What follows belongs to an exercise in optimizing a design on an open flow for small area; a production flow would make more cautious choices. In this exercise RTL edits were held to simulation tests only and were not proved equivalent to the original. Power figures rest on the tool's default switching activity, not on a simulated workload.

## lightcube8_top
module lightcube8_top #(parameter FRAME_GEN_CLK_DIV = 14, parameter SCAN_CLK_DIV = 14)
(
    input wire clk,
    input wire resetn,
    input wire [15:0] switch,
    output wire [15:0] led,
    output wire [7 :0] num_csn,
    output wire [6 :0] num_a_g,
    input wire rx,
    output wire tx,
    output wire [7:0] high_csn,
    output wire [7:0] row,
    output wire [7:0] row_cs
);
clock: 10.0 ns
lec_check: 0
cap_margin: 40
core_margin: 2
core_utilization: 40
cts_buf_list: sky130_fd_sc_hd__clkbuf_8
cts_cluster_diameter: 40
cts_cluster_size: 20
slew_margin: 40
synth_memory_max_bits: 8192
run.sh (not shown) runs the stock make flow with config.mk's settings and CLKGATE_MAP_FILE= SYNTH_SCRIPT=/design/flow/synth_recipe.tcl, a recipe that flattens the netlist after the stock synthesis.
The baseline finished clean.
Change:
Settings changed: CORE_UTILIZATION 40 to 65, CTS_CLUSTER_DIAMETER 40 to 30, CTS_CLUSTER_SIZE 20 to 25.
Effect: Clock skew rose by 0.017 ns. Via count rose by 1.0%. Register-to-register slack improved by 0.03 ns.

---

Another version of the RTL of lightcube8_top (not shown whole).
For scale: about 1800 cells after synthesis, roughly 75 I/O pins, about 0.029 mm^2 of cells after synthesis.
export LEC_CHECK = 0
export CAP_MARGIN = 40
export CORE_MARGIN = 2
export CORE_UTILIZATION = 60
export CTS_BUF_LIST = sky130_fd_sc_hd__clkbuf_8
export CTS_CLUSTER_DIAMETER = 60
export CTS_CLUSTER_SIZE = 20
export SLEW_MARGIN = 40
export SYNTH_MEMORY_MAX_BITS = 8192
create_clock -name core_clock -period 10.0 [get_ports {clk}]
standard.sh (not shown) runs the stock make flow with config.mk's settings and CLKGATE_MAP_FILE= SYNTH_SCRIPT=/design/flow/synth_recipe.tcl, a recipe that flattens the netlist after the stock synthesis.
==> flow/flow/run.sh <==
#!/bin/bash
# Standard layout, with clock-tree synthesis told not to add dummy loads and
# the port buffers made of the smallest buffer cell.
set -euo pipefail
export CTS_ARGS="-sink_clustering_enable -repair_clock_nets -dont_use_dummy_load -buf_list sky130_fd_sc_hd__clkbuf_8 -sink_clustering_size 20 -sink_clustering_max_diameter 60"
export BUFFER_PORTS_ARGS="-buffer_cell sky130_fd_sc_hd__buf_1"
bash standard.sh > standard_flow.log 2>&1
Change:
==> flow/flow/run.sh (replaced) <==
#!/bin/bash
# Standard layout, with clock-tree synthesis told not to add dummy loads and
# the port buffers made of the smallest buffer cell.
set -euo pipefail
export CTS_ARGS="-sink_clustering_enable -repair_clock_nets -dont_use_dummy_load -buf_list sky130_fd_sc_hd__clkbuf_16 -sink_clustering_size 30 -sink_clustering_max_diameter 50"
export BUFFER_PORTS_ARGS="-buffer_cell sky130_fd_sc_hd__buf_1"
bash standard.sh > standard_flow.log 2>&1
CTS_BUF_LIST = not set   (was sky130_fd_sc_hd__clkbuf_8)
CTS_CLUSTER_DIAMETER = not set   (was 60)
CTS_CLUSTER_SIZE = not set   (was 20)
Routed wire length rises by 0.77%; setup slack got worse by 0.099 ns; non-clock buffer count is unchanged; synthesized area stays the same; register-to-register slack degrades by 0.02 ns; count of clock-buffer cells in the layout came out lower by 6; total power goes up by 8.7%; hold slack is worse by 0.022 ns; via count stays flat.
Change:
==> flow/flow/run.sh (replaced) <==
#!/bin/bash
# Standard layout, with clock-tree synthesis told not to add dummy loads and
# the port buffers made of the smallest buffer cell.
set -euo pipefail
export CTS_ARGS="-sink_clustering_enable -repair_clock_nets -dont_use_dummy_load -buf_list sky130_fd_sc_hd__clkbuf_8 -sink_clustering_size 22 -sink_clustering_max_diameter 45"
export BUFFER_PORTS_ARGS="-buffer_cell sky130_fd_sc_hd__buf_1"
bash standard.sh > standard_flow.log 2>&1
CORE_UTILIZATION = 70   (was 60)
PLACE_DENSITY = 0.85   (was not set)
Outcome: Die area came out lower by about a fifth; non-clock buffer count stays the same; power came out lower by a little under a tenth; register-to-register slack loses 0.03 ns.
Change:
==> flow/flow/run.sh (replaced) <==
#!/bin/bash
# Standard layout, with clock-tree synthesis told not to add dummy loads and
# the port buffers made of the smallest buffer cell.
set -euo pipefail
export CTS_ARGS="-sink_clustering_enable -repair_clock_nets -dont_use_dummy_load -buf_list sky130_fd_sc_hd__clkbuf_4 sky130_fd_sc_hd__clkbuf_8 -sink_clustering_size 16 -sink_clustering_max_diameter 50"
export BUFFER_PORTS_ARGS="-buffer_cell sky130_fd_sc_hd__buf_1"
bash standard.sh > standard_flow.log 2>&1
CORE_UTILIZATION = 60   (was 70)
PLACE_DENSITY = not set   (was 0.85)
Outcome: This time the run died in clock tree synthesis. Synthesized area stays the same. Synthesized cell count stays the same.

-- afterwards: timing with drivers on the ports --
In the flow no input, the clock included, has a driving cell. The finished layouts below were timed again as built, in two steps.
Step 1 sets driving cells, clkbuf_16 on the clock port and buf_2 on the other inputs (assumed; they add their load-dependent delay and slew).
Step 2 also shifts input and output timing later by t, the mid clock arrival at the registers, as if the neighbouring blocks saw the same clock.
Slacks: no drivers / after step 1 / after step 2; pairs: no drivers / after step 1.
run | shift t [ns] | setup slack, ns | worst slew at a driven data input, ns
the first run of note 1 | 0.750 | 4.640 / 4.589 / 4.658 | 0.09
the second run of note 1 | 0.820 | 4.701 / 4.648 / 4.675 | 0.06
the first run of note 2 | 0.671 | 1.973 / 2.005 / 1.333 | 0.06
the second run of note 2 | 0.626 | 1.875 / 1.911 / 1.285 | 0.06
the third run of note 2 | 0.666 | 1.945 / 1.977 / 1.311 | 0.06
After both steps setup and hold are still met in every run listed. The setup slack of the first run of note 2, which loses most, moves by +0.032 ns with the drivers and by -0.640 ns with both steps.
